This is an optimization exercise on Yosys and OpenROAD, whose aim is small area, not a production implementation.
Where RTL was checked, it was by simulation tests only, not by an equivalence proof against the original.
Function not checked in run 1: the RTL went through the layout flow alone.

## flow/design.v (module list and top-level ports; edited modules follow where they fit)
// module DualPortBRAM: 955 lines
// module DDS: 294 lines
// module DDS_FA: 4 lines
// module DDS_HA: 4 lines
// module DDS_MAJ: 3 lines
// module DDS_BPP: 3 lines
// module DDS_Mult: 852 lines
module DDS(
    input                DAC_clk,
    input                rst_n,
    input                en,
    input         [31:0] FreqCntrl,
    input         [31:0] PhaseCntrl,
    input signed  [15:0] AmplCntrl,
    input                DataPathSelect,
    input         [31:0] DirectValue,
    output signed [15:0] SampleOut
    );
  // ...
==> flow/flow/run.sh <==
#!/bin/bash
# Layout flow: the standard synthesis, then the combinational logic of its netlist
# re-mapped by ABC with an area script (registers kept as they are, so every register
# keeps its name and cell; the full and half adder cells of the design's own adder
# modules kept too; adders that synthesis found in random logic turned back into
# logic), then the standard ORFS steps with
# - the port buffers made of the smallest buffer cell instead of the default clkdlybuf4s50_1,
# - clock tree synthesis without dummy load cells at the leaves.
# Each tool's output goes to a log file in this folder.
set -euo pipefail
ARGS=(
  BUFFER_PORTS_ARGS="-buffer_cell sky130_fd_sc_hd__buf_1"
  CTS_ARGS="-sink_clustering_enable -repair_clock_nets -dont_use_dummy_load -buf_list sky130_fd_sc_hd__clkbuf_8 -sink_clustering_size 20 -sink_clustering_max_diameter 100"
)
bash standard.sh "${ARGS[@]}" synth > flow_synth.log 2>&1

R=orfs/results/${FLOW_PLATFORM}/DDS/base
LIB=${FLOW_HOME}/platforms/${FLOW_PLATFORM}/lib/sky130_fd_sc_hd__tt_025C_1v80.lib
YOSYS=yosys
if [[ -x ${FLOW_HOME}/../tools/install/yosys/bin/yosys ]]; then
  YOSYS=${FLOW_HOME}/../tools/install/yosys/bin/yosys
fi
cp $R/1_2_yosys.v 1_2_yosys.standard.v
python3 flow/cellfunc.py "$LIB" cells_func.v > cellfunc.log 2>&1
python3 flow/unmapfa.py 1_2_yosys.standard.v 1_2_yosys.marked.v > unmapfa.log 2>&1
DONTUSE=""
for c in $(sed -n 's/.*cell ("\(sky130_fd_sc_hd__\(lpflow\|probe\)[a-z0-9_]*\)").*/\1/p' "$LIB"); do
  DONTUSE="$DONTUSE -dont_use $c"
done
cat > resyn.ys <<EOT
read_verilog cells_func.v
read_liberty -lib -ignore_redef $LIB
read_verilog 1_2_yosys.marked.v
hierarchy -top ${FLOW_TOP}
flatten
hierarchy -top ${FLOW_TOP}
read_liberty -lib -ignore_redef $LIB
techmap
opt -purge
abc -liberty $LIB $DONTUSE -script $PWD/flow/resyn.abc
opt_clean -purge
setundef -zero
hilomap -singleton -hicell sky130_fd_sc_hd__conb_1 HI -locell sky130_fd_sc_hd__conb_1 LO
insbuf -buf sky130_fd_sc_hd__buf_1 A X
splitnets
opt_clean -purge
check -assert
stat -liberty $LIB
write_verilog -noattr -nohex -nodec 1_2_yosys.resyn.v
EOT
$YOSYS -s resyn.ys > resyn.log 2>&1
cp 1_2_yosys.resyn.v $R/1_2_yosys.v
touch $R/1_2_yosys.v

bash standard.sh "${ARGS[@]}" finish > flow_finish.log 2>&1
==> flow/flow/cellfunc.py <==
#!/usr/bin/env python3
"""Writes a Verilog model (one assign) of every single-output combinational cell of a
liberty file, except full/half adders, so yosys can re-map the standard synthesis's logic."""
import re, sys
lib = open(sys.argv[1]).read()
skip = ['__fa_', '__ha_', '__conb_', '__lpflow_', '__probe']
out = []
for c in re.split(r'\n\s*cell \(', lib)[1:]:
    name = re.match(r'"([^"]+)"', c).group(1)
    if any(x in name for x in skip) or re.search(r'\bff\s*\(|\blatch\s*\(|statetable', c):
        continue
    ins, outs, ok = [], [], True
    for p, body in re.findall(r'pin \("(\w+)"\)\s*\{(.*?)\n\s{8}\}', c, re.S):
        d = re.search(r'direction\s*:\s*"?(\w+)', body)
        if not d:
            continue
        if d.group(1) == 'input':
            ins.append(p)
        elif d.group(1) == 'output':
            f = re.search(r'function\s*:\s*"([^"]+)"', body)
            if not f or re.search(r'three_state', body):
                ok = False
                break
            outs.append((p, f.group(1)))
        else:
            ok = False
    if not ok or len(outs) != 1 or not ins:
        continue
    p, f = outs[0]
    e = f.replace('!', '~').replace('*', '&').replace('+', '|')
    e = re.sub(r'(\w)\s+(?=[\w(~])', r'\1 & ', e)
    e = re.sub(r'\)\s+(?=[\w(~])', r') & ', e)
    out.append("module %s(%s); %s output %s; assign %s = %s; endmodule" % (
        name, ", ".join(ins + [p]), " ".join("input %s;" % i for i in ins), p, p, e))
open(sys.argv[2], 'w').write("\n".join(out) + "\n")
with open(sys.argv[2], 'a') as f:
    f.write("module remap_fa(A, B, CIN, COUT, SUM); input A; input B; input CIN; output COUT; output SUM;"
            " assign SUM = A ^ B ^ CIN; assign COUT = (A & B) | (A & CIN) | (B & CIN); endmodule\n")
    f.write("module remap_ha(A, B, COUT, SUM); input A; input B; output COUT; output SUM;"
            " assign SUM = A ^ B; assign COUT = A & B; endmodule\n")
==> flow/flow/resyn.abc <==
strash
&get -n
&dch
&nf -R 1000
&put
mfs2
strash
&get -n
&dch
&nf -R 1000
&put
mfs2
strash
dch
map -a
mfs2
strash
dch
map -a
mfs2
strash
dch
map -a
topo
==> flow/flow/unmapfa.py <==
#!/usr/bin/env python3
"""Marks the full/half adder cells of a netlist whose outputs drive only anonymous nets
(adders that Yosys's extract_fa found in random logic, rather than the design's own
adder cells) so that the re-mapping turns them back into logic."""
import re, sys
src = open(sys.argv[1]).read()
pat = re.compile(r'(sky130_fd_sc_hd__(fa|ha)_\d+)(\s+\S+\s*\()(.*?)\);', re.S)
n = [0, 0]
def sub(m):
    pins = dict(re.findall(r'\.(\w+)\(([^()]*)\)', m.group(4)))
    outs = [pins.get(p, '').strip() for p in ('SUM', 'COUT')]
    if all(o == '' or re.fullmatch(r'_\d+_', o) for o in outs):
        n[0] += 1
        return 'remap_%s%s%s);' % (m.group(2), m.group(3), m.group(4))
    n[1] += 1
    return m.group(0)
out = pat.sub(sub, src)
open(sys.argv[2], 'w').write(out)
sys.stderr.write("adders re-mapped: %d, kept: %d\n" % tuple(n))
==> flow/standard.sh <==
#!/bin/bash
# synth_recipe.tcl (not shown) runs the flow's synth.tcl, then flattens the netlist and writes it again
# the make line also repeats each setting of config.mk as NAME=value (left out here)
make -C /OpenROAD-flow-scripts/flow DESIGN_CONFIG=/design/flow/config.mk WORK_HOME=/design/flow/orfs CLKGATE_MAP_FILE= SYNTH_SCRIPT=/design/flow/synth_recipe.tcl "${@:-finish}"
==> flow/config.mk <==
export PLATFORM = sky130hd
export DESIGN_NAME = DDS
export DESIGN_NICKNAME = DDS
export VERILOG_FILES = /design/flow/design.v
export SDC_FILE = /design/flow/constraint.sdc
export NUM_CORES = 4
export LEC_CHECK = 0
export ABC_AREA = 1
export CAP_MARGIN = 10
export CORE_MARGIN = 2
export CORE_UTILIZATION = 55
export GPL_TIMING_DRIVEN = 0
export PLACE_DENSITY = 0.65
export SLEW_MARGIN = 10
export SYNTH_HIERARCHICAL = 1
export SYNTH_MEMORY_MAX_BITS = 262144
export SYNTH_MINIMUM_KEEP_SIZE = 0
==> flow/constraint.sdc <==
create_clock -name core_clock -period 10.0 [get_ports {DAC_clk}]
set_input_delay 2.0000 -clock core_clock [delete_from_list [all_inputs] [get_ports {DAC_clk}]]
set_output_delay 2.0000 -clock core_clock [all_outputs]
set_load 0.01 [all_outputs]
==> notes.md, run 1 <==
area delta synth->final 9.330%; Min Hold Slack 367.9 ps; WP buf/inv 5; Final HPWL DP 33,610 um; r2r setup slk 750 ps; Post-CTS Setup Bufs 0; fraction of layout cells with a size suffix above 1 0.02271; Num CTS Buffers 9; outcome finished clean; Reg2Reg Capture Point SampleMag[4]; sequential cell area share 0.1273; Hold WC Path Type reg -> reg; crit start category flip-flop; met2 Usage GRT 0.6564; required time worst endpoint 10,220 ps; Pre-antenna DRT Iters 9; multi-input logic area 0.008916 sq mm; Final Worst Setup Slack 746.2 ps; Highest Signal Layer met5; vias post-DR 12,495; Setup crit end kind flip-flop; final hold violation count 0; Gates resized, CTS repair 0; CP Depth 28; metal3 WL 5557 um; Worst Path Arrival 9480 ps; layout clock buffer count 9; top cell category multi-input gates; sequential cell count 77; clk tree area frac 0.01023; Tapcells 265; WL/cell 24.00 um
==> module DDS, before the edit <==
module DDS(
    input                DAC_clk,
    input                rst_n,
    input                en,
    input         [31:0] FreqCntrl,
    input         [31:0] PhaseCntrl,
    input signed  [15:0] AmplCntrl,
    input                DataPathSelect,
    input         [31:0] DirectValue,
    output signed [15:0] SampleOut
    );
    reg [23:0] Accu;
    reg [9:0]  PhaseAddress;    
    reg [15:0] SampleMag;       
    reg        SampleNeg;
    reg [15:0] MultRes;         
    wire [23:0] AccuSum;        
    wire [9:0]  PhaseSum;       
    wire s1;
    wire c2;
    DDS_HA ha2 (.A(Accu[0]), .B(FreqCntrl[0]), .S(s1), .CO(c2));
    wire s3;
    wire c4;
    DDS_FA fa4 (.A(Accu[1]), .B(FreqCntrl[1]), .CI(c2), .S(s3), .CO(c4));
    wire s5;
    wire c6;
    DDS_FA fa6 (.A(Accu[2]), .B(FreqCntrl[2]), .CI(c4), .S(s5), .CO(c6));
    wire s7;
    wire c8;
    DDS_FA fa8 (.A(Accu[3]), .B(FreqCntrl[3]), .CI(c6), .S(s7), .CO(c8));
    wire s9;
    wire c10;
    DDS_FA fa10 (.A(Accu[4]), .B(FreqCntrl[4]), .CI(c8), .S(s9), .CO(c10));
    wire s11;
    wire c12;
    DDS_FA fa12 (.A(Accu[5]), .B(FreqCntrl[5]), .CI(c10), .S(s11), .CO(c12));
    wire s13;
    wire c14;
    DDS_FA fa14 (.A(Accu[6]), .B(FreqCntrl[6]), .CI(c12), .S(s13), .CO(c14));
    wire s15;
    wire c16;
    DDS_FA fa16 (.A(Accu[7]), .B(FreqCntrl[7]), .CI(c14), .S(s15), .CO(c16));
    wire s17;
    wire c18;
    DDS_FA fa18 (.A(Accu[8]), .B(FreqCntrl[8]), .CI(c16), .S(s17), .CO(c18));
    wire s19;
    wire c20;
    DDS_FA fa20 (.A(Accu[9]), .B(FreqCntrl[9]), .CI(c18), .S(s19), .CO(c20));
    wire s21;
    wire c22;
    DDS_FA fa22 (.A(Accu[10]), .B(FreqCntrl[10]), .CI(c20), .S(s21), .CO(c22));
    wire s23;
    wire c24;
    DDS_FA fa24 (.A(Accu[11]), .B(FreqCntrl[11]), .CI(c22), .S(s23), .CO(c24));
    wire s25;
    wire c26;
    DDS_FA fa26 (.A(Accu[12]), .B(FreqCntrl[12]), .CI(c24), .S(s25), .CO(c26));
    wire s27;
    wire c28;
    DDS_FA fa28 (.A(Accu[13]), .B(FreqCntrl[13]), .CI(c26), .S(s27), .CO(c28));
    wire s29;
    wire c30;
    DDS_HA ha30 (.A(Accu[14]), .B(FreqCntrl[14]), .S(s29), .CO(c30));
    wire s31;
    wire c32;
    DDS_FA fa32 (.A(Accu[15]), .B(FreqCntrl[15]), .CI(c30), .S(s31), .CO(c32));
    wire s33;
    wire c34;
    DDS_FA fa34 (.A(Accu[16]), .B(FreqCntrl[16]), .CI(c32), .S(s33), .CO(c34));
    wire s35;
    wire c36;
    DDS_FA fa36 (.A(Accu[17]), .B(FreqCntrl[17]), .CI(c34), .S(s35), .CO(c36));
    wire s37;
    wire c38;
    DDS_FA fa38 (.A(Accu[18]), .B(FreqCntrl[18]), .CI(c36), .S(s37), .CO(c38));
    wire s39;
    wire c40;
    DDS_FA fa40 (.A(Accu[19]), .B(FreqCntrl[19]), .CI(c38), .S(s39), .CO(c40));
    wire s41;
    wire c42;
    DDS_FA fa42 (.A(Accu[20]), .B(FreqCntrl[20]), .CI(c40), .S(s41), .CO(c42));
    wire s43;
    wire c44;
    DDS_FA fa44 (.A(Accu[21]), .B(FreqCntrl[21]), .CI(c42), .S(s43), .CO(c44));
    wire s45;
    wire c46;
    DDS_FA fa46 (.A(Accu[22]), .B(FreqCntrl[22]), .CI(c44), .S(s45), .CO(c46));
    wire x47;
    assign x47 = Accu[23] ^ FreqCntrl[23] ^ c46;
    wire x48;
    assign x48 = s29 ^ c28;
    wire x49;
    assign x49 = s31 ^ (c28 & s29);
    wire t50;
    assign t50 = s29 & s31;
    wire x51;
    assign x51 = s33 ^ (c28 & t50);
    wire t52;
    assign t52 = t50 & s33;
    wire x53;
    assign x53 = s35 ^ (c28 & t52);
    wire t54;
    assign t54 = t52 & s35;
    wire x55;
    assign x55 = s37 ^ (c28 & t54);
    wire t56;
    assign t56 = t54 & s37;
    wire x57;
    assign x57 = s39 ^ (c28 & t56);
    wire t58;
    assign t58 = t56 & s39;
    wire x59;
    assign x59 = s41 ^ (c28 & t58);
    wire t60;
    assign t60 = t58 & s41;
    wire x61;
    assign x61 = s43 ^ (c28 & t60);
    wire t62;
    assign t62 = t60 & s43;
    wire x63;
    assign x63 = s45 ^ (c28 & t62);
    wire t64;
    assign t64 = t62 & s45;
    wire x65;
    assign x65 = x47 ^ (c28 & t64);
    assign AccuSum[0] = s1;
    assign AccuSum[1] = s3;
    assign AccuSum[2] = s5;
    assign AccuSum[3] = s7;
    assign AccuSum[4] = s9;
    assign AccuSum[5] = s11;
    assign AccuSum[6] = s13;
    assign AccuSum[7] = s15;
    assign AccuSum[8] = s17;
    assign AccuSum[9] = s19;
    assign AccuSum[10] = s21;
    assign AccuSum[11] = s23;
    assign AccuSum[12] = s25;
    assign AccuSum[13] = s27;
    assign AccuSum[14] = x48;
    assign AccuSum[15] = x49;
    assign AccuSum[16] = x51;
    assign AccuSum[17] = x53;
    assign AccuSum[18] = x55;
    assign AccuSum[19] = x57;
    assign AccuSum[20] = x59;
    assign AccuSum[21] = x61;
    assign AccuSum[22] = x63;
    assign AccuSum[23] = x65;
    wire g66;
    assign g66 = Accu[0] & PhaseCntrl[0];
    wire k67;
    assign k67 = (Accu[1] & PhaseCntrl[1]) | (g66 & (Accu[1] | PhaseCntrl[1]));
    wire k68;
    assign k68 = (Accu[2] & PhaseCntrl[2]) | (k67 & (Accu[2] | PhaseCntrl[2]));
    wire k69;
    assign k69 = (Accu[3] & PhaseCntrl[3]) | (k68 & (Accu[3] | PhaseCntrl[3]));
    wire k70;
    assign k70 = (Accu[4] & PhaseCntrl[4]) | (k69 & (Accu[4] | PhaseCntrl[4]));
    wire k71;
    assign k71 = (Accu[5] & PhaseCntrl[5]) | (k70 & (Accu[5] | PhaseCntrl[5]));
    wire k72;
    assign k72 = (Accu[6] & PhaseCntrl[6]) | (k71 & (Accu[6] | PhaseCntrl[6]));
    wire k73;
    assign k73 = (Accu[7] & PhaseCntrl[7]) | (k72 & (Accu[7] | PhaseCntrl[7]));
    wire k74;
    assign k74 = (Accu[8] & PhaseCntrl[8]) | (k73 & (Accu[8] | PhaseCntrl[8]));
    wire k75;
    assign k75 = (Accu[9] & PhaseCntrl[9]) | (k74 & (Accu[9] | PhaseCntrl[9]));
    wire k76;
    assign k76 = (Accu[10] & PhaseCntrl[10]) | (k75 & (Accu[10] | PhaseCntrl[10]));
    wire k77;
    assign k77 = (Accu[11] & PhaseCntrl[11]) | (k76 & (Accu[11] | PhaseCntrl[11]));
    wire k78;
    assign k78 = (Accu[12] & PhaseCntrl[12]) | (k77 & (Accu[12] | PhaseCntrl[12]));
    wire k79;
    assign k79 = (Accu[13] & PhaseCntrl[13]) | (k78 & (Accu[13] | PhaseCntrl[13]));
    wire s80;
    wire c81;
    DDS_HA ha81 (.A(Accu[14]), .B(PhaseCntrl[14]), .S(s80), .CO(c81));
    wire s82;
    wire c83;
    DDS_FA fa83 (.A(Accu[15]), .B(PhaseCntrl[15]), .CI(c81), .S(s82), .CO(c83));
    wire s84;
    wire c85;
    DDS_FA fa85 (.A(Accu[16]), .B(PhaseCntrl[16]), .CI(c83), .S(s84), .CO(c85));
    wire s86;
    wire c87;
    DDS_FA fa87 (.A(Accu[17]), .B(PhaseCntrl[17]), .CI(c85), .S(s86), .CO(c87));
    wire s88;
    wire c89;
    DDS_FA fa89 (.A(Accu[18]), .B(PhaseCntrl[18]), .CI(c87), .S(s88), .CO(c89));
    wire s90;
    wire c91;
    DDS_FA fa91 (.A(Accu[19]), .B(PhaseCntrl[19]), .CI(c89), .S(s90), .CO(c91));
    wire s92;
    wire c93;
    DDS_FA fa93 (.A(Accu[20]), .B(PhaseCntrl[20]), .CI(c91), .S(s92), .CO(c93));
    wire s94;
    wire c95;
    DDS_FA fa95 (.A(Accu[21]), .B(PhaseCntrl[21]), .CI(c93), .S(s94), .CO(c95));
    wire s96;
    wire c97;
    DDS_FA fa97 (.A(Accu[22]), .B(PhaseCntrl[22]), .CI(c95), .S(s96), .CO(c97));
    wire x98;
    assign x98 = Accu[23] ^ PhaseCntrl[23] ^ c97;
    wire x99;
    assign x99 = s80 ^ k79;
    wire x100;
    assign x100 = s82 ^ (k79 & s80);
    wire t101;
    assign t101 = s80 & s82;
    wire x102;
    assign x102 = s84 ^ (k79 & t101);
    wire t103;
    assign t103 = t101 & s84;
    wire x104;
    assign x104 = s86 ^ (k79 & t103);
    wire t105;
    assign t105 = t103 & s86;
    wire x106;
    assign x106 = s88 ^ (k79 & t105);
    wire t107;
    assign t107 = t105 & s88;
    wire x108;
    assign x108 = s90 ^ (k79 & t107);
    wire t109;
    assign t109 = t107 & s90;
    wire x110;
    assign x110 = s92 ^ (k79 & t109);
    wire t111;
    assign t111 = t109 & s92;
    wire x112;
    assign x112 = s94 ^ (k79 & t111);
    wire t113;
    assign t113 = t111 & s94;
    wire x114;
    assign x114 = s96 ^ (k79 & t113);
    wire t115;
    assign t115 = t113 & s96;
    wire x116;
    assign x116 = x98 ^ (k79 & t115);
    assign PhaseSum[0] = x99;
    assign PhaseSum[1] = x100;
    assign PhaseSum[2] = x102;
    assign PhaseSum[3] = x104;
    assign PhaseSum[4] = x106;
    assign PhaseSum[5] = x108;
    assign PhaseSum[6] = x110;
    assign PhaseSum[7] = x112;
    assign PhaseSum[8] = x114;
    assign PhaseSum[9] = x116;
    always @(posedge DAC_clk) begin
        if (!rst_n || !en) Accu <= 24'd0;
        else               Accu <= AccuSum;
    end
    always @(posedge DAC_clk) begin
        if (!rst_n) PhaseAddress <= 10'd0;
        else        PhaseAddress <= PhaseSum;
    end
    wire       Half    = PhaseAddress[9];
    wire       Mirror  = PhaseAddress[8];
    wire [7:0] J       = PhaseAddress[7:0];
    wire       JZero   = (J == 8'd0);
    wire [7:0] Fold    = Mirror ? (JZero ? 8'd255 : (8'd0 - J)) : J;
    reg  [7:0] Idx;
    reg        IdxHalf;       
    reg        IdxSpecial;    
    always @(posedge DAC_clk) begin
        Idx        <= Fold;
        IdxHalf    <= Half;
        IdxSpecial <= Half & Mirror & JZero;
    end
    wire       Special = IdxSpecial;
    wire [14:0] Mag;
    DualPortBRAM LUT (.Addr(Idx), .Mag(Mag));
    always @(posedge DAC_clk) begin
        if (!rst_n) begin
            SampleMag <= 16'd0;
            SampleNeg <= 1'b0;
        end else begin
            SampleMag <= Special ? 16'h8000 : {1'b0, Mag};
            SampleNeg <= IdxHalf & !Special;
        end
    end
    wire [15:0] Prod;
    DDS_Mult Mult (.Mag(SampleMag), .Neg(SampleNeg), .A(AmplCntrl), .P(Prod));
    always @(posedge DAC_clk) begin
        if (!rst_n)              MultRes <= 16'd0;
        else if (DataPathSelect) MultRes <= Prod;
        else                     MultRes <= DirectValue[15:0];
    end
    assign SampleOut = MultRes;
endmodule
==> inputs of run 2 (changes only) <==
--- a/flow/design.v
+++ b/flow/design.v
@@ -967,6 +967,7 @@
     );
     reg [23:0] Accu;
     reg [9:0]  PhaseAddress;    
+    reg [9:0]  AddrR;           
     reg [15:0] SampleMag;       
     reg        SampleNeg;
     reg [15:0] MultRes;         
@@ -1214,20 +1215,14 @@
         if (!rst_n) PhaseAddress <= 10'd0;
         else        PhaseAddress <= PhaseSum;
     end
-    wire       Half    = PhaseAddress[9];
-    wire       Mirror  = PhaseAddress[8];
-    wire [7:0] J       = PhaseAddress[7:0];
+    always @(posedge DAC_clk)
+        AddrR <= PhaseAddress;
+    wire       Half    = AddrR[9];
+    wire       Mirror  = AddrR[8];
+    wire [7:0] J       = AddrR[7:0];
     wire       JZero   = (J == 8'd0);
-    wire [7:0] Fold    = Mirror ? (JZero ? 8'd255 : (8'd0 - J)) : J;
-    reg  [7:0] Idx;
-    reg        IdxHalf;       
-    reg        IdxSpecial;    
-    always @(posedge DAC_clk) begin
-        Idx        <= Fold;
-        IdxHalf    <= Half;
-        IdxSpecial <= Half & Mirror & JZero;
-    end
-    wire       Special = IdxSpecial;
+    wire [7:0] Idx     = Mirror ? (JZero ? 8'd255 : (8'd0 - J)) : J;
+    wire       Special = Half & Mirror & JZero;    
     wire [14:0] Mag;
     DualPortBRAM LUT (.Addr(Idx), .Mag(Mag));
     always @(posedge DAC_clk) begin
@@ -1236,7 +1231,7 @@
             SampleNeg <= 1'b0;
         end else begin
             SampleMag <= Special ? 16'h8000 : {1'b0, Mag};
-            SampleNeg <= IdxHalf & !Special;
+            SampleNeg <= Half & !Special;
         end
     end
     wire [15:0] Prod;
--- a/flow/config.mk
+++ b/flow/config.mk
@@ -9,7 +9,6 @@
 export CAP_MARGIN = 10
 export CORE_MARGIN = 2
 export CORE_UTILIZATION = 55
-export GPL_TIMING_DRIVEN = 0
 export PLACE_DENSITY = 0.65
 export SLEW_MARGIN = 10
 export SYNTH_HIERARCHICAL = 1
==> notes.md, run 2 <==
most frequent cells in the layout 213 x nor2_1, 193 x clkinv_1, 139 x o22ai_1, 134 x xor2_1, 132 x nand2_1; die span in x 146 um; required time worst endpoint 10,290 ps (+70 ps); Post-CTS Setup Bufs 0 (unchanged); io pins 132; CP Class in -> reg; Root Driver clkbuf_8; Final Wtd Congestion 1.106; crit-path max FO 16; Core Area 0.01965 sq mm; Worst path slowest cell fa_1; Final HPWL DP 35,390 um (+5.3%); Gates resized, CTS repair 0 (unchanged); RSZ-0062 raised after global routing false; max reg flops 24; final hold violation count 0 (unchanged); slew margin rel. 0.2267; Inst Count DP 1,878; number of clock sinks 77; die area 0.02132 sq mm; Num CTS Buffers 9 (unchanged); syn nets 1,753; area delta synth->final 11.32%; # DRC 0; Die H 146 um; commonest non-fill, non-tap cell in the layout nor2_1; Initial Utilization 0.5643; final core occ 0.6282; biggest regs Accu x24, MultRes x16, SampleMag x16; Clock Tree Buf Depth 2; post-layout min period 8629 ps; Post-Syn Area 0.01109 sq mm; via/cell ratio 6.803; GRT Total Usage 0.4290; largest stage delay on the critical path 530 ps; Worst Path Arrival 8920 ps (-560 ps); final setup skew 31.96 ps; DRT iter0 DRCs 1,652; Biggest register Accu; fill cell count 1,699; WL final 46,150 um; largest net degree at the start of global routing 31; Setup Viol. Count Final 0; first-pass GRT wire length 71,300 um; Final Cycle Share 0.8629; max_cap viols 0; insertion delay to the later sink of the worst-skew pair 370 ps; Inserted Diodes 0; IO buf count 99; CTS clk-pin slew, worst paths 80 ps; Mapped Cells 1,467; Routed Antenna Nets 0; hold_buf cts 0; initial antenna violation count 0; Pre-antenna DRT Iters 7 (-2); Min Hold Slack 311.9 ps (-56.05 ps); H-tree depth 3; CTS tree done; Hold WC Path Type reg -> reg; vias in the first global route 12,757; Final TNS setup 0 ps; Tightest Pin Transition 1160 ps; final slew viol count 0; grt ovf 0; vias post-DR 12,837 (+2.7%); Site Rows 51; Setup crit end kind flip-flop; Peak Freq 0.1159 GHz; Synth Warn # 7; fraction of layout cells with a size suffix above 1 0.04747 (+0.02476); syn avg cell area 7.560 sq um; WL/cell 24.45 um (+1.9%); crit start category input port; final non-filler cell total 1,887; Final nets 1,910; outcome finished clean
==> run 2: critical path, delay by kind of cell <==
| kind | cells | cell delay (ps) |
|---|---|---|
| compound gates | 12 | 2410 |
| xor+xnor | 2 | 390 |
| fa+ha+maj | 4 | 1920 |
| buf+inv | 6 | 1080 |
| simple gates | 10 | 1090 |
==> run 2: final cells by class <==
class,instances,area (sq um),share of cell area
Tap cell,265,331.6,0.02686
Multi-Input combinational cell,1197,8900,0.7209
Timing Repair Buffer,146,724.4,0.05868
Sequential cell,77,1541,0.1249
Clock buffer,9,123.9,0.01003
Inverter,193,724.4,0.05868
==> run 2: path summary, 6_finish.rpt <==
| check | from | endpoint | slack, ps | depth (start not counted) |
|---|---|---|---|---|
| worst max-delay path | AmplCntrl[7] | MultRes[15] | 1370 | 34 |
| worst min-delay path | PhaseAddress[1] | AddrR[1] | 310 | 0 |
| worst max register to register | AddrR[0] | SampleMag[4] | 2120 | 40 |
| worst min register to register | PhaseAddress[1] | AddrR[1] | 310 | 0 |
==> run 2: routing by layer <==
| layer | share of wire | up-vias | wire (um) | global-route usage |
|---|---|---|---|---|
| met5 | 0 | - | 0 | 0 |
| met4 | 0.073 | 0 | 3375 | 0.2437 |
| met3 | 0.12 | 308 | 5582 | 0.1013 |
| met2 | 0.46 | 1116 | 21150 | 0.7052 |
| met1 | 0.35 | 5978 | 16040 | 0.5175 |
| li1 | - | 5435 | - | - |
==> run 2: through the flow <==
| step | cell area (sq um) | setup WS (ps) |
|---|---|---|
| final | 12350 | 1371 |
| after global routing | 12350 | 929.8 |
| after floorplan | 11090 | 1584 |
| after detailed placement | 12220 | 1042 |
| after global placement | 12220 | 1247 |
| after CTS | 12340 | 1459 |
==> inputs of run 3 (changes only) <==
--- a/flow/design.v
+++ b/flow/design.v
@@ -967,7 +967,6 @@
     );
     reg [23:0] Accu;
     reg [9:0]  PhaseAddress;    
-    reg [9:0]  AddrR;           
     reg [15:0] SampleMag;       
     reg        SampleNeg;
     reg [15:0] MultRes;         
@@ -1011,13 +1010,13 @@
     DDS_FA fa24 (.A(Accu[11]), .B(FreqCntrl[11]), .CI(c22), .S(s23), .CO(c24));
     wire s25;
     wire c26;
-    DDS_FA fa26 (.A(Accu[12]), .B(FreqCntrl[12]), .CI(c24), .S(s25), .CO(c26));
+    DDS_HA ha26 (.A(Accu[12]), .B(FreqCntrl[12]), .S(s25), .CO(c26));
     wire s27;
     wire c28;
     DDS_FA fa28 (.A(Accu[13]), .B(FreqCntrl[13]), .CI(c26), .S(s27), .CO(c28));
     wire s29;
     wire c30;
-    DDS_HA ha30 (.A(Accu[14]), .B(FreqCntrl[14]), .S(s29), .CO(c30));
+    DDS_FA fa30 (.A(Accu[14]), .B(FreqCntrl[14]), .CI(c28), .S(s29), .CO(c30));
     wire s31;
     wire c32;
     DDS_FA fa32 (.A(Accu[15]), .B(FreqCntrl[15]), .CI(c30), .S(s31), .CO(c32));
@@ -1045,41 +1044,49 @@
     wire x47;
     assign x47 = Accu[23] ^ FreqCntrl[23] ^ c46;
     wire x48;
-    assign x48 = s29 ^ c28;
+    assign x48 = s25 ^ c24;
     wire x49;
-    assign x49 = s31 ^ (c28 & s29);
+    assign x49 = s27 ^ (c24 & s25);
     wire t50;
-    assign t50 = s29 & s31;
+    assign t50 = s25 & s27;
     wire x51;
-    assign x51 = s33 ^ (c28 & t50);
+    assign x51 = s29 ^ (c24 & t50);
     wire t52;
-    assign t52 = t50 & s33;
+    assign t52 = t50 & s29;
     wire x53;
-    assign x53 = s35 ^ (c28 & t52);
+    assign x53 = s31 ^ (c24 & t52);
     wire t54;
-    assign t54 = t52 & s35;
+    assign t54 = t52 & s31;
     wire x55;
-    assign x55 = s37 ^ (c28 & t54);
+    assign x55 = s33 ^ (c24 & t54);
     wire t56;
-    assign t56 = t54 & s37;
+    assign t56 = t54 & s33;
     wire x57;
-    assign x57 = s39 ^ (c28 & t56);
+    assign x57 = s35 ^ (c24 & t56);
     wire t58;
-    assign t58 = t56 & s39;
+    assign t58 = t56 & s35;
     wire x59;
-    assign x59 = s41 ^ (c28 & t58);
+    assign x59 = s37 ^ (c24 & t58);
     wire t60;
-    assign t60 = t58 & s41;
+    assign t60 = t58 & s37;
     wire x61;
-    assign x61 = s43 ^ (c28 & t60);
+    assign x61 = s39 ^ (c24 & t60);
     wire t62;
-    assign t62 = t60 & s43;
+    assign t62 = t60 & s39;
     wire x63;
-    assign x63 = s45 ^ (c28 & t62);
+    assign x63 = s41 ^ (c24 & t62);
     wire t64;
-    assign t64 = t62 & s45;
+    assign t64 = t62 & s41;
     wire x65;
-    assign x65 = x47 ^ (c28 & t64);
+    assign x65 = s43 ^ (c24 & t64);
+    wire t66;
+    assign t66 = t64 & s43;
+    wire x67;
+    assign x67 = s45 ^ (c24 & t66);
+    wire t68;
+    assign t68 = t66 & s45;
+    wire x69;
+    assign x69 = x47 ^ (c24 & t68);
     assign AccuSum[0] = s1;
     assign AccuSum[1] = s3;
     assign AccuSum[2] = s5;
@@ -1092,121 +1099,121 @@
     assign AccuSum[9] = s19;
     assign AccuSum[10] = s21;
     assign AccuSum[11] = s23;
-    assign AccuSum[12] = s25;
-    assign AccuSum[13] = s27;
-    assign AccuSum[14] = x48;
-    assign AccuSum[15] = x49;
-    assign AccuSum[16] = x51;
-    assign AccuSum[17] = x53;
-    assign AccuSum[18] = x55;
-    assign AccuSum[19] = x57;
-    assign AccuSum[20] = x59;
-    assign AccuSum[21] = x61;
-    assign AccuSum[22] = x63;
-    assign AccuSum[23] = x65;
-    wire g66;
-    assign g66 = Accu[0] & PhaseCntrl[0];
-    wire k67;
-    assign k67 = (Accu[1] & PhaseCntrl[1]) | (g66 & (Accu[1] | PhaseCntrl[1]));
-    wire k68;
-    assign k68 = (Accu[2] & PhaseCntrl[2]) | (k67 & (Accu[2] | PhaseCntrl[2]));
-    wire k69;
-    assign k69 = (Accu[3] & PhaseCntrl[3]) | (k68 & (Accu[3] | PhaseCntrl[3]));
-    wire k70;
-    assign k70 = (Accu[4] & PhaseCntrl[4]) | (k69 & (Accu[4] | PhaseCntrl[4]));
+    assign AccuSum[12] = x48;
+    assign AccuSum[13] = x49;
+    assign AccuSum[14] = x51;
+    assign AccuSum[15] = x53;
+    assign AccuSum[16] = x55;
+    assign AccuSum[17] = x57;
+    assign AccuSum[18] = x59;
+    assign AccuSum[19] = x61;
+    assign AccuSum[20] = x63;
+    assign AccuSum[21] = x65;
+    assign AccuSum[22] = x67;
+    assign AccuSum[23] = x69;
+    wire g70;
+    assign g70 = Accu[0] & PhaseCntrl[0];
     wire k71;
-    assign k71 = (Accu[5] & PhaseCntrl[5]) | (k70 & (Accu[5] | PhaseCntrl[5]));
+    assign k71 = (Accu[1] & PhaseCntrl[1]) | (g70 & (Accu[1] | PhaseCntrl[1]));
     wire k72;
-    assign k72 = (Accu[6] & PhaseCntrl[6]) | (k71 & (Accu[6] | PhaseCntrl[6]));
+    assign k72 = (Accu[2] & PhaseCntrl[2]) | (k71 & (Accu[2] | PhaseCntrl[2]));
     wire k73;
-    assign k73 = (Accu[7] & PhaseCntrl[7]) | (k72 & (Accu[7] | PhaseCntrl[7]));
+    assign k73 = (Accu[3] & PhaseCntrl[3]) | (k72 & (Accu[3] | PhaseCntrl[3]));
     wire k74;
-    assign k74 = (Accu[8] & PhaseCntrl[8]) | (k73 & (Accu[8] | PhaseCntrl[8]));
+    assign k74 = (Accu[4] & PhaseCntrl[4]) | (k73 & (Accu[4] | PhaseCntrl[4]));
     wire k75;
-    assign k75 = (Accu[9] & PhaseCntrl[9]) | (k74 & (Accu[9] | PhaseCntrl[9]));
+    assign k75 = (Accu[5] & PhaseCntrl[5]) | (k74 & (Accu[5] | PhaseCntrl[5]));
     wire k76;
-    assign k76 = (Accu[10] & PhaseCntrl[10]) | (k75 & (Accu[10] | PhaseCntrl[10]));
+    assign k76 = (Accu[6] & PhaseCntrl[6]) | (k75 & (Accu[6] | PhaseCntrl[6]));
     wire k77;
-    assign k77 = (Accu[11] & PhaseCntrl[11]) | (k76 & (Accu[11] | PhaseCntrl[11]));
+    assign k77 = (Accu[7] & PhaseCntrl[7]) | (k76 & (Accu[7] | PhaseCntrl[7]));
     wire k78;
-    assign k78 = (Accu[12] & PhaseCntrl[12]) | (k77 & (Accu[12] | PhaseCntrl[12]));
+    assign k78 = (Accu[8] & PhaseCntrl[8]) | (k77 & (Accu[8] | PhaseCntrl[8]));
     wire k79;
-    assign k79 = (Accu[13] & PhaseCntrl[13]) | (k78 & (Accu[13] | PhaseCntrl[13]));
-    wire s80;
-    wire c81;
-    DDS_HA ha81 (.A(Accu[14]), .B(PhaseCntrl[14]), .S(s80), .CO(c81));
-    wire s82;
-    wire c83;
-    DDS_FA fa83 (.A(Accu[15]), .B(PhaseCntrl[15]), .CI(c81), .S(s82), .CO(c83));
+    assign k79 = (Accu[9] & PhaseCntrl[9]) | (k78 & (Accu[9] | PhaseCntrl[9]));
+    wire k80;
+    assign k80 = (Accu[10] & PhaseCntrl[10]) | (k79 & (Accu[10] | PhaseCntrl[10]));
+    wire k81;
+    assign k81 = (Accu[11] & PhaseCntrl[11]) | (k80 & (Accu[11] | PhaseCntrl[11]));
+    wire k82;
+    assign k82 = (Accu[12] & PhaseCntrl[12]) | (k81 & (Accu[12] | PhaseCntrl[12]));
+    wire k83;
+    assign k83 = (Accu[13] & PhaseCntrl[13]) | (k82 & (Accu[13] | PhaseCntrl[13]));
     wire s84;
     wire c85;
-    DDS_FA fa85 (.A(Accu[16]), .B(PhaseCntrl[16]), .CI(c83), .S(s84), .CO(c85));
+    DDS_HA ha85 (.A(Accu[14]), .B(PhaseCntrl[14]), .S(s84), .CO(c85));
     wire s86;
     wire c87;
-    DDS_FA fa87 (.A(Accu[17]), .B(PhaseCntrl[17]), .CI(c85), .S(s86), .CO(c87));
+    DDS_FA fa87 (.A(Accu[15]), .B(PhaseCntrl[15]), .CI(c85), .S(s86), .CO(c87));
     wire s88;
     wire c89;
-    DDS_FA fa89 (.A(Accu[18]), .B(PhaseCntrl[18]), .CI(c87), .S(s88), .CO(c89));
+    DDS_FA fa89 (.A(Accu[16]), .B(PhaseCntrl[16]), .CI(c87), .S(s88), .CO(c89));
     wire s90;
     wire c91;
-    DDS_FA fa91 (.A(Accu[19]), .B(PhaseCntrl[19]), .CI(c89), .S(s90), .CO(c91));
+    DDS_FA fa91 (.A(Accu[17]), .B(PhaseCntrl[17]), .CI(c89), .S(s90), .CO(c91));
     wire s92;
     wire c93;
-    DDS_FA fa93 (.A(Accu[20]), .B(PhaseCntrl[20]), .CI(c91), .S(s92), .CO(c93));
+    DDS_FA fa93 (.A(Accu[18]), .B(PhaseCntrl[18]), .CI(c91), .S(s92), .CO(c93));
     wire s94;
     wire c95;
-    DDS_FA fa95 (.A(Accu[21]), .B(PhaseCntrl[21]), .CI(c93), .S(s94), .CO(c95));
+    DDS_FA fa95 (.A(Accu[19]), .B(PhaseCntrl[19]), .CI(c93), .S(s94), .CO(c95));
     wire s96;
     wire c97;
-    DDS_FA fa97 (.A(Accu[22]), .B(PhaseCntrl[22]), .CI(c95), .S(s96), .CO(c97));
-    wire x98;
-    assign x98 = Accu[23] ^ PhaseCntrl[23] ^ c97;
-    wire x99;
-    assign x99 = s80 ^ k79;
-    wire x100;
-    assign x100 = s82 ^ (k79 & s80);
-    wire t101;
-    assign t101 = s80 & s82;
+    DDS_FA fa97 (.A(Accu[20]), .B(PhaseCntrl[20]), .CI(c95), .S(s96), .CO(c97));
+    wire s98;
+    wire c99;
+    DDS_FA fa99 (.A(Accu[21]), .B(PhaseCntrl[21]), .CI(c97), .S(s98), .CO(c99));
+    wire s100;
+    wire c101;
+    DDS_FA fa101 (.A(Accu[22]), .B(PhaseCntrl[22]), .CI(c99), .S(s100), .CO(c101));
     wire x102;
-    assign x102 = s84 ^ (k79 & t101);
-    wire t103;
-    assign t103 = t101 & s84;
+    assign x102 = Accu[23] ^ PhaseCntrl[23] ^ c101;
+    wire x103;
+    assign x103 = s84 ^ k83;
     wire x104;
-    assign x104 = s86 ^ (k79 & t103);
+    assign x104 = s86 ^ (k83 & s84);
     wire t105;
-    assign t105 = t103 & s86;
+    assign t105 = s84 & s86;
     wire x106;
-    assign x106 = s88 ^ (k79 & t105);
+    assign x106 = s88 ^ (k83 & t105);
     wire t107;
     assign t107 = t105 & s88;
     wire x108;
-    assign x108 = s90 ^ (k79 & t107);
+    assign x108 = s90 ^ (k83 & t107);
     wire t109;
     assign t109 = t107 & s90;
     wire x110;
-    assign x110 = s92 ^ (k79 & t109);
+    assign x110 = s92 ^ (k83 & t109);
     wire t111;
     assign t111 = t109 & s92;
     wire x112;
-    assign x112 = s94 ^ (k79 & t111);
+    assign x112 = s94 ^ (k83 & t111);
     wire t113;
     assign t113 = t111 & s94;
     wire x114;
-    assign x114 = s96 ^ (k79 & t113);
+    assign x114 = s96 ^ (k83 & t113);
     wire t115;
     assign t115 = t113 & s96;
     wire x116;
-    assign x116 = x98 ^ (k79 & t115);
-    assign PhaseSum[0] = x99;
-    assign PhaseSum[1] = x100;
-    assign PhaseSum[2] = x102;
-    assign PhaseSum[3] = x104;
-    assign PhaseSum[4] = x106;
-    assign PhaseSum[5] = x108;
-    assign PhaseSum[6] = x110;
-    assign PhaseSum[7] = x112;
-    assign PhaseSum[8] = x114;
-    assign PhaseSum[9] = x116;
+    assign x116 = s98 ^ (k83 & t115);
+    wire t117;
+    assign t117 = t115 & s98;
+    wire x118;
+    assign x118 = s100 ^ (k83 & t117);
+    wire t119;
+    assign t119 = t117 & s100;
+    wire x120;
+    assign x120 = x102 ^ (k83 & t119);
+    assign PhaseSum[0] = x103;
+    assign PhaseSum[1] = x104;
+    assign PhaseSum[2] = x106;
+    assign PhaseSum[3] = x108;
+    assign PhaseSum[4] = x110;
+    assign PhaseSum[5] = x112;
+    assign PhaseSum[6] = x114;
+    assign PhaseSum[7] = x116;
+    assign PhaseSum[8] = x118;
+    assign PhaseSum[9] = x120;
     always @(posedge DAC_clk) begin
         if (!rst_n || !en) Accu <= 24'd0;
         else               Accu <= AccuSum;
@@ -1215,14 +1222,20 @@
         if (!rst_n) PhaseAddress <= 10'd0;
         else        PhaseAddress <= PhaseSum;
     end
-    always @(posedge DAC_clk)
-        AddrR <= PhaseAddress;
-    wire       Half    = AddrR[9];
-    wire       Mirror  = AddrR[8];
-    wire [7:0] J       = AddrR[7:0];
+    wire       Half    = PhaseAddress[9];
+    wire       Mirror  = PhaseAddress[8];
+    wire [7:0] J       = PhaseAddress[7:0];
     wire       JZero   = (J == 8'd0);
-    wire [7:0] Idx     = Mirror ? (JZero ? 8'd255 : (8'd0 - J)) : J;
-    wire       Special = Half & Mirror & JZero;    
+    wire [7:0] Fold    = Mirror ? (JZero ? 8'd255 : (8'd0 - J)) : J;
+    reg  [7:0] Idx;
+    reg        IdxHalf;       
+    reg        IdxSpecial;    
+    always @(posedge DAC_clk) begin
+        Idx        <= Fold;
+        IdxHalf    <= Half;
+        IdxSpecial <= Half & Mirror & JZero;
+    end
+    wire       Special = IdxSpecial;
     wire [14:0] Mag;
     DualPortBRAM LUT (.Addr(Idx), .Mag(Mag));
     always @(posedge DAC_clk) begin
@@ -1231,7 +1244,7 @@
             SampleNeg <= 1'b0;
         end else begin
             SampleMag <= Special ? 16'h8000 : {1'b0, Mag};
-            SampleNeg <= Half & !Special;
+            SampleNeg <= IdxHalf & !Special;
         end
     end
     wire [15:0] Prod;
--- a/flow/flow/run.sh
+++ b/flow/flow/run.sh
@@ -10,7 +10,7 @@
 set -euo pipefail
 ARGS=(
   BUFFER_PORTS_ARGS="-buffer_cell sky130_fd_sc_hd__buf_1"
-  CTS_ARGS="-sink_clustering_enable -repair_clock_nets -dont_use_dummy_load -buf_list sky130_fd_sc_hd__clkbuf_8 -sink_clustering_size 20 -sink_clustering_max_diameter 100"
+  CTS_ARGS="-sink_clustering_enable -repair_clock_nets -dont_use_dummy_load -buf_list sky130_fd_sc_hd__clkbuf_8 -sink_clustering_size 30 -sink_clustering_max_diameter 200"
 )
 bash standard.sh "${ARGS[@]}" synth > flow_synth.log 2>&1
 
--- a/flow/config.mk
+++ b/flow/config.mk
@@ -9,6 +9,7 @@
 export CAP_MARGIN = 10
 export CORE_MARGIN = 2
 export CORE_UTILIZATION = 55
+export GPL_TIMING_DRIVEN = 0
 export PLACE_DENSITY = 0.65
 export SLEW_MARGIN = 10
 export SYNTH_HIERARCHICAL = 1
==> notes.md, run 3 <==
Worst path slowest cell clkinv_1; Final Cycle Share 0.9446 (+0.08171); final non-filler cell total 1,840 (-2.5%); DRT iter0 DRCs 1,746 (+5.7%); Synth Warn # 7 (unchanged); required time worst endpoint 10,240 ps (-50 ps); Clock Tree Buf Depth 2 (unchanged); fraction of layout cells with a size suffix above 1 0.02222 (-0.02525); Core Area 0.01959 sq mm (-0.32%); largest net degree at the start of global routing 32 (+3.2%); WL/cell 24.24 um (-0.87%); slew margin rel. 0.1391 (-0.08762); Final Wtd Congestion 1.106 (about the same); Worst Path Arrival 9690 ps (+770 ps); CP Class reg -> reg; Final nets 1,863 (-2.5%); Initial Utilization 0.5655 (+0.001199); hold_buf cts 0 (unchanged); Num CTS Buffers 9 (unchanged); Place WS 1435 ps (+393.1 ps); r2r setup slk 550 ps (-1570 ps); H-tree depth 3 (unchanged); Most common cell on crit path clkinv_1; CTS clk-pin slew, worst paths 90 ps (about the same); Setup Viol. Count Final 0 (unchanged); Min Hold Slack 389.0 ps (+77.15 ps); most frequent cells in the layout 219 x nor2_1, 184 x clkinv_1, 140 x o22ai_1, 138 x xor2_1, 122 x nand2_1; R2R cell count 26 (-35%); syn avg cell area 7.588 sq um (+0.37%); crit-path max FO 29 (+13); area delta synth->final 9.081%; outcome finished clean; Mapped Cells 1,460 (-0.48%); fill cell count 1,692 (-0.41%); Reg2Reg Capture Point SampleMag[4]; grt ovf 0 (unchanged); final slew viol count 0 (unchanged); CP Depth 26 (-24%); Gates resized, CTS repair 0 (unchanged); GRT Total Usage 0.4128 (-0.01620); Pre-antenna DRT Iters 6 (-1); Root Driver clkbuf_8; Setup crit end kind flip-flop; largest stage delay on the critical path 1170 ps (+640 ps); RSZ-0062 raised after global routing false; crit start category flip-flop; Hold WC Path Type reg -> reg; Inst Count DP 1,831 (-2.5%); biggest regs Accu x24, MultRes x16, SampleMag x16; Final Worst Setup Slack 553.8 ps (-817.1 ps); Final HPWL DP 33,440 um (-5.5%); vias post-DR 12,479 (-2.8%); syn nets 1,746 (-0.40%); FF-to-FF Start Idx[6]; Routed Antenna Nets 0 (unchanged); end of the critical path SampleMag[4]; die span in x 145.9 um (about the same); WP buf/inv 6 (unchanged); Peak Freq 0.1059 GHz (-8.6%); insertion delay to the later sink of the worst-skew pair 370 ps (about the same); initial antenna violation count 0 (unchanged); post-layout min period 9446 ps (+817.1 ps); Final TNS setup 0 ps (unchanged); commonest non-fill, non-tap cell in the layout nor2_1; CP delay by family, top simple AND/OR/NAND/NOR gates; die area 0.02129 sq mm (-0.11%); vias in the first global route 12,265 (-3.9%); max reg flops 24 (unchanged); io pins 132 (unchanged); first-pass GRT wire length 68,390 um (-4.1%); Die H 145.9 um (about the same); max_cap viols 0 (unchanged); Biggest register Accu; Post-CTS Setup Bufs 0 (unchanged); IO buf count 99 (unchanged); final core occ 0.6168 (-0.01130); WL final 44,610 um (-3.3%); number of clock sinks 77 (unchanged); CTS tree done; Inserted Diodes 0 (unchanged); via/cell ratio 6.782 (-0.31%); # DRC 0 (unchanged); final setup skew 37.43 ps (+5.469 ps); final hold violation count 0 (unchanged); Post-Syn Area 0.01108 sq mm (-0.11%); Site Rows 51 (unchanged); Tightest Pin Transition 1290 ps (+129.7 ps); CP Launch Point Idx[6]
run 3: per-layer routing:
metal / track usage / up-vias / routed length (um)
li1: - / 5372 / -
met1: 0.4889 / 5731 / 15310
met2: 0.6743 / 1052 / 20190
met3: 0.1097 / 322 / 5668
met4: 0.2422 / 2 / 3402
met5: 0.01364 / - / 40
run 3: final cells by class:
cell class              count  area, sq um  share of cell area
clock buffers               9        123.9             0.01025
inverters                 184        690.7             0.05715
multi-input cells        1199         8942              0.7400
flip-flops and latches     77         1541              0.1276
well taps                 265        331.6             0.02744
repair buffers            106        454.2             0.03759
run 3: stage by stage:
step / cell area (sq um)
global route: 12080
global placement: 11780
CTS: 12070
floorplan: 11080
detailed placement: 11950
finish: 12080
run 3: worst min-delay path by stage:
stage,from,end,slack (ps),cells after the start
finish,PhaseAddress[9],IdxHalf,390,0
global placement,PhaseAddress[9],IdxHalf,350,0
floorplan,PhaseAddress[9],IdxHalf,340,0
detailed placement,PhaseAddress[9],IdxHalf,350,0
global route,PhaseAddress[9],IdxHalf,390,0
CTS,PhaseAddress[9],IdxHalf,380,0
==> inputs of run 4 (changes only) <==
--- a/flow/flow/run.sh
+++ b/flow/flow/run.sh
@@ -10,7 +10,7 @@
 set -euo pipefail
 ARGS=(
   BUFFER_PORTS_ARGS="-buffer_cell sky130_fd_sc_hd__buf_1"
-  CTS_ARGS="-sink_clustering_enable -repair_clock_nets -dont_use_dummy_load -buf_list sky130_fd_sc_hd__clkbuf_8 -sink_clustering_size 30 -sink_clustering_max_diameter 200"
+  CTS_ARGS="-sink_clustering_enable -repair_clock_nets -dont_use_dummy_load -buf_list sky130_fd_sc_hd__clkbuf_8 -sink_clustering_size 20 -sink_clustering_max_diameter 100"
 )
 bash standard.sh "${ARGS[@]}" synth > flow_synth.log 2>&1
 
==> notes.md, run 4 <==
largest stage delay on the critical path 1170 ps (about the same); Gates resized, CTS repair 0 (unchanged); Biggest register Accu; first-pass GRT wire length 68,390 um (unchanged); Inserted Diodes 0 (unchanged); Hold WC Path Type reg -> reg; Most common cell on crit path clkinv_1; final setup skew 37.43 ps (unchanged); multi-input logic area 0.008942 sq mm (unchanged); CTS clk-pin slew, worst paths 90 ps (about the same); Worst Path Arrival 9690 ps (about the same); Peak Freq 0.1059 GHz (unchanged); syn nets 1,746 (unchanged); vias in the first global route 12,265 (unchanged); Clock Tree Buf Depth 2 (unchanged); Final HPWL DP 33,440 um (unchanged); Root Driver clkbuf_8; insertion delay to the later sink of the worst-skew pair 370 ps (about the same); outcome finished clean; Post-CTS Setup Bufs 0 (unchanged); Core Area 0.01959 sq mm (unchanged); io pins 132 (unchanged); max reg flops 24 (unchanged); die span in x 145.9 um (unchanged); IO buf count 99 (unchanged); WP buf/inv 6 (unchanged); Final TNS setup 0 ps (unchanged); Final Wtd Congestion 1.106 (unchanged); post-layout min period 9446 ps (unchanged); Num CTS Buffers 9 (unchanged); crit start category flip-flop; commonest non-fill, non-tap cell in the layout nor2_1; Routed Antenna Nets 0 (unchanged); final slew viol count 0 (unchanged); Post-Syn Area 0.01108 sq mm (unchanged); slew margin rel. 0.1391 (unchanged); WL final 44,610 um (unchanged); final hold violation count 0 (unchanged); grt ovf 0 (unchanged); fill cell count 1,692 (unchanged); Pre-antenna DRT Iters 6 (unchanged); fraction of layout cells with a size suffix above 1 0.02222 (unchanged); most frequent cells in the layout 219 x nor2_1, 184 x clkinv_1, 140 x o22ai_1, 138 x xor2_1, 122 x nand2_1; DRT iter0 DRCs 1,746 (unchanged); WL/cell 24.24 um (unchanged); Site Rows 51 (unchanged); number of clock sinks 77 (unchanged); Worst path slowest cell clkinv_1; Setup crit end kind flip-flop; biggest regs Accu x24, MultRes x16, SampleMag x16; CP Class reg -> reg; Initial Utilization 0.5655 (unchanged); Die H 145.9 um (unchanged); largest net degree at the start of global routing 32 (unchanged); syn avg cell area 7.588 sq um (unchanged); Final Cycle Share 0.9446 (unchanged); Mapped Cells 1,460 (unchanged); max_cap viols 0 (unchanged); area delta synth->final 9.081% (unchanged); # DRC 0 (unchanged); GRT Total Usage 0.4128 (unchanged); Synth Warn # 7 (unchanged); hold_buf cts 0 (unchanged); crit-path max FO 29 (unchanged); CP delay by family, top simple AND/OR/NAND/NOR gates; Min Hold Slack 389.0 ps (unchanged); H-tree depth 3 (unchanged); Final nets 1,863 (unchanged); die area 0.02129 sq mm (unchanged); RSZ-0062 raised after global routing false; CTS tree done; initial antenna violation count 0 (unchanged); via/cell ratio 6.782 (unchanged); vias post-DR 12,479 (unchanged); Setup Viol. Count Final 0 (unchanged); Seq. cell area 0.001541 sq mm (unchanged); required time worst endpoint 10,240 ps (about the same); Tightest Pin Transition 1290 ps (unchanged)
## run 4: final timing paths
check                  startpoint            to  slack, ps  cells past startpoint
setup / recovery           Idx[6]  SampleMag[4]        550                     26
hold / removal    PhaseAddress[9]       IdxHalf        390                      0
setup reg to reg           Idx[6]  SampleMag[4]        550                     26
hold reg to reg   PhaseAddress[9]       IdxHalf        390                      0
## run 4: layer usage
metal / share of wire / wire length, um / track usage
met1: 0.34 / 15310 / 0.4889
met2: 0.45 / 20190 / 0.6743
met3: 0.13 / 5668 / 0.1097
met4: 0.076 / 3402 / 0.2422
met5: 0.00090 / 40 / 0.01364
## run 4: cell type report
class / count / area share
Multi-Input combinational cell: 1199 / 0.7400
Tap cell: 265 / 0.02744
Sequential cell: 77 / 0.1276
Inverter: 184 / 0.05715
Timing Repair Buffer: 106 / 0.03759
Clock buffer: 9 / 0.01025
## run 4: through the flow
stage / utilization / std cells / setup slack (ps) / instance area (sq um)
6_report: 0.6168 / 1840 / 553.8 / 12080
2_1_floorplan: - / 1460 / 2066 / 11080
3_3_place_gp: 0.6014 / 1824 / 1140 / 11780
4_1_cts: 0.6163 / 1840 / 1485 / 12070
3_5_place_dp: 0.6100 / 1831 / 1435 / 11950
5_1_grt: 0.6168 / 1840 / 566.2 / 12080

-- afterwards: timing with drivers on the ports --
The results above use ideal ports. As a check the final layouts listed here were re-extracted and re-timed, cells and wires unchanged. Step 1 assumes that a clkbuf_16 drives the clock port and a buf_2 every other input. Step 2, shift: input delay + t, output delay - t, t = (earliest + latest rising clock arrival at the registers) / 2. This alone moves slack from input paths to output paths. Three values: ideal ports, drivers, drivers and shift; two values: the first two.
run	t (ns)	slack for setup (ns)	worst setup path at the end	latest minus earliest clock arrival (ns)	worst slew at a driven data input, ns
run 1	0.395	0.746 / 0.746 / 0.737	input to register	0.032 / 0.032	0.05
run 2	0.398	1.371 / 1.391 / 0.993	input to register	0.032 / 0.032	0.05
run 3	0.400	0.554 / 0.554 / 0.554	register to register	0.041 / 0.041	0.05
run 4	0.400	0.554 / 0.554 / 0.554	register to register	0.041 / 0.041	0.05
After both steps every run listed still meets setup and hold. The setup slack of run 2, which loses most, moves by +0.020 ns with the drivers and by -0.378 ns with both steps.
